Context: an optimization exercise on an open-source flow, tuned for small area and a short achievable clock period. The choices shown serve that exercise and are no tape-out recipe.
RTL that was checked went through simulation tests only; none was proved equivalent to the original.
Power figures rest on the tool's default switching activity, not on a simulated workload.

==> inputs of v31 <==
==> flow/design.v (excerpt) <==
module gelu_lut_module (
    input                       clk,
    input                       rst_n,
    input                       in_valid,
    input      signed [15:0]    in_data,
    output reg                  out_valid,
    output     signed [10:0]    out_data
);
clock: 5.0 ns
lec_check: 0
abc_area: 1
cap_margin: 70
core_margin: 2
core_utilization: 40
setup_slack_margin: 2.75
slew_margin: 70
tns_end_percent: 5
standard.sh (not shown) runs the stock make flow with config.mk's settings and CLKGATE_MAP_FILE= SYNTH_SCRIPT=/design/flow/synth_recipe.tcl, a recipe that flattens the netlist after the stock synthesis.
==> flow/flow/run.sh <==
#!/bin/bash
set -euo pipefail
bash standard.sh ADDER_MAP_FILE= \
  "BUFFER_PORTS_ARGS=-buffer_cell sky130_fd_sc_hd__buf_1" \
  "CTS_ARGS=-sink_clustering_enable -repair_clock_nets -dont_use_dummy_load" \
  finish > run_make.log 2>&1
==> v18: changes against v31 <==
==> flow/flow/run.sh (replaced) <==
#!/bin/bash
set -euo pipefail
args=()
while IFS= read -r line || [[ -n "$line" ]]; do
  [[ -z "$line" || "$line" == \#* ]] && continue
  args+=("$line")
done < flow/make_args.txt
bash standard.sh "${args[@]}" finish > run_make.log 2>&1
==> flow/flow/make_args.txt (new file) <==
ADDER_MAP_FILE=
BUFFER_PORTS_ARGS=-buffer_cell sky130_fd_sc_hd__buf_1
CTS_ARGS=-sink_clustering_enable -repair_clock_nets -dont_use_dummy_load
- ABC_AREA: 1 -> 0
- SETUP_SLACK_MARGIN: 2.75 -> not set
- TNS_END_PERCENT: 5 -> not set
==> comparison table <==
Result of the run: v31 finished clean; v18 finished clean
Proportion of power drawn by combinational gates: v31 46.8%; v18 50.8%
Fraction of synthesized area in multiplexers: v31 1.91%; v18 1.48%
Period utilisation layout: v31 43.9%; v18 72.2%
Non-clock buffer count: v31 33; v18 45
DRC marker count from the first detailed-route iteration: v31 224; v18 424
Final cell count without fillers: v31 509; v18 522
DRT Pass-1 Iters: v31 5; v18 7
Fraction of layout cells with a size suffix above 1: v31 17.6%; v18 15.4%
Count of mapped cells out of synthesis: v31 413; v18 416
Share of cell area taken by multi-input logic gates: v31 60.5%; v18 67.7%
Routability cong.: v31 0.918; v18 0.970
Combined area of the multi-input logic cells: v31 1670 µm²; v18 2280 µm²
DPL Wire Length: v31 4800 µm; v18 6590 µm
Setup repair after global routing missed its margin: v31 true; v18 false
Clock latency on the worst-skew pair: v31 0.28 ns; v18 0.29 ns
Fraction of synthesized cell area in xor and xnor cells: v31 4.47%; v18 5.76%
Reported leakage power: v31 1.36 nW; v18 1.12 nW
Switching power as a share of total power: v31 42.9%; v18 44.0%
Post-Synthesis Cell Area: v31 2350 µm²; v18 3040 µm²
Detail-routed via count per cell: v31 5.38; v18 6.57
Critical-path cell with the highest stage delay: v31 sky130_fd_sc_hd__dfxtp_1; v18 sky130_fd_sc_hd__dfxtp_2
Final-layout clock-cell area share: v31 2.49%; v18 2.04%
Global-route track usage on met3: v31 4.27%; v18 5.39%
Overall die area: v31 6510 µm²; v18 8310 µm²

---

==> inputs of build 68 <==
gelu_lut_module again, from the RTL that the note above started with.
==> module gelu_lut_module, before the edit <==
module gelu_lut_module (
    input                       clk,
    input                       rst_n,
    input                       in_valid,
    input      signed [15:0]    in_data,
    output reg                  out_valid,
    output     signed [10:0]    out_data
);
    reg         v1, s1;
    reg  [9:0]  m1;
    wire [5:0]  c;
    wire [9:0]  xa = in_data[9:0];
    wire [9:0]  lowor;
    genvar gi;
    generate for (gi = 0; gi < 10; gi = gi + 1) begin : g_or
        assign lowor[gi] = |xa[gi:0];
    end endgenerate
    wire [5:0]  pos_lo = s1 ? 6'd0 : m1[5:0];
    wire [4:0]  hi     = s1 ? 5'd0 : {1'b0, m1[9:6]};
    wire [6:0]  dlo    = {1'b0, pos_lo} - {1'b0, c};
    always @(posedge clk or negedge rst_n)
        if (!rst_n) begin v1 <= 1'b0; out_valid <= 1'b0; end
        else begin v1 <= in_valid; out_valid <= v1; end
    always @(posedge clk) begin
        s1 <= in_data[10];
        m1 <= xa ^ ({10{in_data[10]}} & {lowor[8:0], 1'b0});
    end
    reg  [5:0]  lo2;
    reg         b2;
    reg  [4:0]  hi2, hm2;
    always @(posedge clk) begin
        lo2 <= dlo[5:0];
        b2  <= dlo[6];
        hi2 <= hi;
        hm2 <= hi - 5'd1;
    end
    assign out_data = {b2 ? hm2 : hi2, lo2};
    gelu_c u_c (.a(m1), .y(c));
endmodule
==> flow/config.mk <==
export PLATFORM = sky130hd
export DESIGN_NAME = gelu_lut_module
export DESIGN_NICKNAME = gelu_lut_module
export VERILOG_FILES = /design/flow/design.v
export SDC_FILE = /design/flow/constraint.sdc
export NUM_CORES = 4
export LEC_CHECK = 0
export ABC_AREA = 1
export CAP_MARGIN = 70
export CORE_MARGIN = 2
export CORE_UTILIZATION = 40
export SETUP_SLACK_MARGIN = 2.75
export SLEW_MARGIN = 70
export TNS_END_PERCENT = 5
==> flow/constraint.sdc <==
create_clock -name core_clock -period 5.0 [get_ports {clk}]
set_input_delay 1.0000 -clock core_clock [delete_from_list [all_inputs] [get_ports {clk}]]
set_output_delay 1.0000 -clock core_clock [all_outputs]
set_load 0.01 [all_outputs]
==> flow/flow/run.sh <==
#!/bin/bash
set -euo pipefail
args=()
while IFS= read -r line || [[ -n "$line" ]]; do
  [[ -z "$line" || "$line" == \#* ]] && continue
  args+=("$line")
done < flow/make_args.txt
bash standard.sh "${args[@]}" finish > run_make.log 2>&1
==> flow/flow/make_args.txt <==
ADDER_MAP_FILE=
BUFFER_PORTS_ARGS=-buffer_cell sky130_fd_sc_hd__buf_1
CTS_ARGS=-sink_clustering_enable -repair_clock_nets -dont_use_dummy_load
DONT_USE_CELLS=sky130_fd_sc_hd__probe_p_8 sky130_fd_sc_hd__probec_p_8 sky130_fd_sc_hd__lpflow_bleeder_1 sky130_fd_sc_hd__lpflow_clkbufkapwr_1 sky130_fd_sc_hd__lpflow_clkbufkapwr_16 sky130_fd_sc_hd__lpflow_clkbufkapwr_2 sky130_fd_sc_hd__lpflow_clkbufkapwr_4 sky130_fd_sc_hd__lpflow_clkbufkapwr_8 sky130_fd_sc_hd__lpflow_clkinvkapwr_1 sky130_fd_sc_hd__lpflow_clkinvkapwr_16 sky130_fd_sc_hd__lpflow_clkinvkapwr_2 sky130_fd_sc_hd__lpflow_clkinvkapwr_4 sky130_fd_sc_hd__lpflow_clkinvkapwr_8 sky130_fd_sc_hd__lpflow_decapkapwr_12 sky130_fd_sc_hd__lpflow_decapkapwr_3 sky130_fd_sc_hd__lpflow_decapkapwr_4 sky130_fd_sc_hd__lpflow_decapkapwr_6 sky130_fd_sc_hd__lpflow_decapkapwr_8 sky130_fd_sc_hd__lpflow_inputiso0n_1 sky130_fd_sc_hd__lpflow_inputiso0p_1 sky130_fd_sc_hd__lpflow_inputiso1n_1 sky130_fd_sc_hd__lpflow_inputiso1p_1 sky130_fd_sc_hd__lpflow_inputisolatch_1 sky130_fd_sc_hd__lpflow_isobufsrc_1 sky130_fd_sc_hd__lpflow_isobufsrc_16 sky130_fd_sc_hd__lpflow_isobufsrc_2 sky130_fd_sc_hd__lpflow_isobufsrc_4 sky130_fd_sc_hd__lpflow_isobufsrc_8 sky130_fd_sc_hd__lpflow_isobufsrckapwr_16 sky130_fd_sc_hd__lpflow_lsbuf_lh_hl_isowell_tap_1 sky130_fd_sc_hd__lpflow_lsbuf_lh_hl_isowell_tap_2 sky130_fd_sc_hd__lpflow_lsbuf_lh_hl_isowell_tap_4 sky130_fd_sc_hd__lpflow_lsbuf_lh_isowell_4 sky130_fd_sc_hd__lpflow_lsbuf_lh_isowell_tap_1 sky130_fd_sc_hd__lpflow_lsbuf_lh_isowell_tap_2 sky130_fd_sc_hd__lpflow_lsbuf_lh_isowell_tap_4  sky130_fd_sc_hd__mux2_1 sky130_fd_sc_hd__mux2_2 sky130_fd_sc_hd__mux2i_1 sky130_fd_sc_hd__o21ai_0
==> trial 82 (differences from build 68) <==
--- a/flow/design.v
+++ b/flow/design.v
@@ -28,13 +28,14 @@
     end
     reg  [5:0]  lo2;
-    reg         b2;
+    reg         b2, b2n;
     reg  [4:0]  hi2, hm2;
     always @(posedge clk) begin
         lo2 <= dlo[5:0];
         b2  <= dlo[6];
+        b2n <= ~dlo[6];
         hi2 <= hi;
         hm2 <= hi - 5'd1;
     end
-    assign out_data = {b2 ? hm2 : hi2, lo2};
+    assign out_data = {({5{b2}} & hm2) | ({5{b2n}} & hi2), lo2};
     gelu_c u_c (.a(m1), .y(c));
 endmodule
==> flow/flow/make_args.txt (replaced) <==
ADDER_MAP_FILE=
BUFFER_PORTS_ARGS=-buffer_cell sky130_fd_sc_hd__buf_1
CTS_ARGS=-sink_clustering_enable -repair_clock_nets -dont_use_dummy_load
--- a/flow/config.mk
+++ b/flow/config.mk
@@ -10,5 +10,5 @@
 export CORE_MARGIN = 2
 export CORE_UTILIZATION = 40
-export SETUP_SLACK_MARGIN = 2.75
+export SETUP_SLACK_MARGIN = 2.65
 export SLEW_MARGIN = 70
 export TNS_END_PERCENT = 5
==> trial 27 (differences from build 68) <==
--- a/flow/design.v
+++ b/flow/design.v
@@ -6,9 +6,10 @@
     input      signed [15:0]    in_data,
     output reg                  out_valid,
-    output     signed [10:0]    out_data
+    output reg signed [10:0]    out_data
 );
     reg         v1, s1;
     reg  [9:0]  m1;
     wire [5:0]  c;
+    wire        bp;
     wire [9:0]  xa = in_data[9:0];
     wire [9:0]  lowor;
@@ -19,5 +20,6 @@
     wire [5:0]  pos_lo = s1 ? 6'd0 : m1[5:0];
     wire [4:0]  hi     = s1 ? 5'd0 : {1'b0, m1[9:6]};
-    wire [6:0]  dlo    = {1'b0, pos_lo} - {1'b0, c};
+    wire [5:0]  lo     = pos_lo - c;
+    wire        b      = s1 ? (|m1[9:1]) : bp;
     always @(posedge clk or negedge rst_n)
         if (!rst_n) begin v1 <= 1'b0; out_valid <= 1'b0; end
@@ -26,16 +28,8 @@
         s1 <= in_data[10];
         m1 <= xa ^ ({10{in_data[10]}} & {lowor[8:0], 1'b0});
+        out_data <= {b ? hi - 5'd1 : hi, lo};
     end
-    reg  [5:0]  lo2;
-    reg         b2;
-    reg  [4:0]  hi2, hm2;
-    always @(posedge clk) begin
-        lo2 <= dlo[5:0];
-        b2  <= dlo[6];
-        hi2 <= hi;
-        hm2 <= hi - 5'd1;
-    end
-    assign out_data = {b2 ? hm2 : hi2, lo2};
     gelu_c u_c (.a(m1), .y(c));
+    gelu_b u_b (.a(m1), .y(bp));
 endmodule
 module gelu_c (input [9:0] a, output [5:0] y);
@@ -366,2 +360,56 @@
   assign y[0] = n219 | n301;
 endmodule
+module gelu_b (input [9:0] a, output [0:0] y);
+  wire n12, n13, n14, n15, n16, n17, n18,
+    n19, n20, n21, n22, n23, n24, n25, n26,
+    n27, n28, n29, n30, n31, n32, n33, n34,
+    n35, n36, n37, n38, n39, n40, n41, n42,
+    n43, n44, n45, n46, n47, n48, n49, n50,
+    n51, n52, n53, n54, n55, n56;
+  assign n12 = ~a[2] & ~a[1];
+  assign n13 = a[6] & n12;
+  assign n14 = ~a[7] & ~n13;
+  assign n15 = ~a[6] & ~a[2];
+  assign n16 = ~a[0] & n15;
+  assign n17 = ~n12 & ~n16;
+  assign n18 = a[7] & ~n17;
+  assign n19 = a[3] & ~n18;
+  assign n20 = ~a[8] & a[5];
+  assign n21 = ~n14 & n20;
+  assign n22 = ~n19 & n21;
+  assign n23 = ~a[6] & ~a[3];
+  assign n24 = ~a[1] & ~a[0];
+  assign n25 = a[2] & ~n24;
+  assign n26 = a[8] & ~a[7];
+  assign n27 = n23 & n26;
+  assign n28 = ~n25 & n27;
+  assign n29 = ~n22 & ~n28;
+  assign n30 = ~a[9] & ~n29;
+  assign n31 = ~a[9] & ~a[8];
+  assign n32 = ~a[3] & ~a[2];
+  assign n33 = ~a[8] & ~a[7];
+  assign n34 = a[3] & ~n15;
+  assign n35 = a[1] & a[0];
+  assign n36 = ~n23 & n35;
+  assign n37 = n33 & ~n34;
+  assign n38 = ~n36 & n37;
+  assign n39 = a[9] & ~n32;
+  assign n40 = ~n38 & n39;
+  assign n41 = ~a[5] & ~n31;
+  assign n42 = ~n40 & n41;
+  assign n43 = ~n30 & ~n42;
+  assign n44 = ~a[4] & ~n43;
+  assign n45 = ~a[6] & n33;
+  assign n46 = a[7] & ~n23;
+  assign n47 = a[6] & a[3];
+  assign n48 = a[7] & a[0];
+  assign n49 = ~n47 & ~n48;
+  assign n50 = a[2] & a[1];
+  assign n51 = ~n49 & n50;
+  assign n52 = ~n46 & ~n51;
+  assign n53 = a[8] & ~n52;
+  assign n54 = ~a[9] & ~a[5];
+  assign n55 = ~n45 & n54;
+  assign n56 = ~n53 & n55;
+  assign y[0] = n44 | n56;
+endmodule
==> flow/flow/make_args.txt (replaced) <==
ADDER_MAP_FILE=
BUFFER_PORTS_ARGS=-buffer_cell sky130_fd_sc_hd__buf_1
CTS_ARGS=-sink_clustering_enable -repair_clock_nets -dont_use_dummy_load
==> build 50 (differences from build 68) <==
--- a/flow/config.mk
+++ b/flow/config.mk
@@ -10,5 +10,5 @@
 export CORE_MARGIN = 2
 export CORE_UTILIZATION = 40
-export SETUP_SLACK_MARGIN = 2.75
+export SETUP_SLACK_MARGIN = 2.65
 export SLEW_MARGIN = 70
 export TNS_END_PERCENT = 5
==> run_results.csv <==
group,metric,value,unit
synthesis,synth-compound-area-share,0.0994,
finish,num-nonclk-inverters,46,
setup_path,rr_endpoint,"lo2[4]",
route,wl,6850,µm
finish,seq_share,0.213,
run_status,status,"no timing/DRC/antenna violations",
synthesis,yosys.area.top_type_share,0.229,
clocking,cts_resized,4,
finish,clock_area_frac,0.0239,
global_routing,grt_max_degree,23,
synthesis,synth_nets,444,
sta,relSlewSlack,0.762,
clocking,cts_setup_buffers,5,
setup_path,endpoint,"lo2[4]",
route,viasPerCell,5.25,
clocking,clock_sinks,29,
synthesis,synth.distinct_cells,33,
The numbers above come from build 50.

==> run_results.csv <==
group,metric,value,unit
setup_path,rr_endpoint,"lo2[2]",
run_status,status,"no timing/DRC/antenna violations",
synthesis,synth_nets,441,
finish,seq_share,0.216,
setup_path,endpoint,"lo2[2]",
route,wl,7090,µm
route,viasPerCell,5.47,
clocking,cts_resized,10,
sta,relSlewSlack,0.728,
synthesis,yosys.area.top_type_share,0.258,
synthesis,synth-compound-area-share,0.104,
The numbers above come from trial 82.

==> run_results.csv <==
group,metric,value,unit
run_status,status,"no timing/DRC/antenna violations",
synthesis,synth.distinct_cells,35,
route,wl,7360,µm
finish,seq_share,0.170,
global_routing,grt_max_degree,23,
clocking,cts_resized,12,
route,viasPerCell,5.45,
clocking,cts_setup_buffers,5,
setup_path,endpoint,"out_data[5]",
finish,clock_area_frac,0.0138,
synthesis,yosys.area.top_type_share,0.246,
The numbers above come from trial 27.

==> run_results.csv <==
group,metric,value,unit
run_status,status,"no timing/DRC/antenna violations",
synthesis,synth.distinct_cells,33,
clocking,cts_resized,12,
synthesis,yosys.area.top_type_share,0.229,
route,wl,7070,µm
finish,num-nonclk-inverters,46,
synthesis,synth-compound-area-share,0.0994,
sta,relSlewSlack,0.752,
setup_path,endpoint,"lo2[4]",
clocking,cts_setup_buffers,7,
The numbers above come from build 68.

The RTL of trial 82 and trial 27 was laid out without a check of its function.

-- separate check: timing with driven ports --
How much do the figures lean on ideal ports? The routed layouts below were timed once more, with nothing changed but the port constraints. Step 1: set_driving_cell puts a clkbuf_16 on clk and a buf_2 on each other input, an assumption about the parent block. Step 2 moves the port delays by t, midway between the first and last clock arrival at a register: inputs arrive t later, outputs are due t later. That takes back most of the time a late clock gives input paths. Three values: ideal ports, drivers, drivers and shift; two values: the first two.
| run | t, ns | slack for setup (ns) | latest minus earliest clock arrival (ns) | pins driven straight from the clock port |
|---|---|---|---|---|
| v31 | 0.295 | 2.806 / 2.779 / 2.695 | 0.016 / 0.016 | 1 |
| v18 | 0.316 | 1.392 / 1.392 / 1.392 | 0.014 / 0.013 | 1 |
| build 68 | 0.301 | 2.888 / 2.888 / 2.676 | 0.014 / 0.014 | 1 |
| trial 82 | 0.299 | 2.752 / 2.752 / 2.619 | 0.013 / 0.013 | 1 |
| trial 27 | 0.295 | 2.809 / 2.809 / 2.665 | 0.006 / 0.006 | 1 |
| build 50 | 0.302 | 2.775 / 2.775 / 2.608 | 0.015 / 0.014 | 1 |
After both steps every run listed still meets setup and hold. For build 68, which loses most, drivers alone change the setup slack by 0.000 ns; drivers and shift together by -0.212 ns.
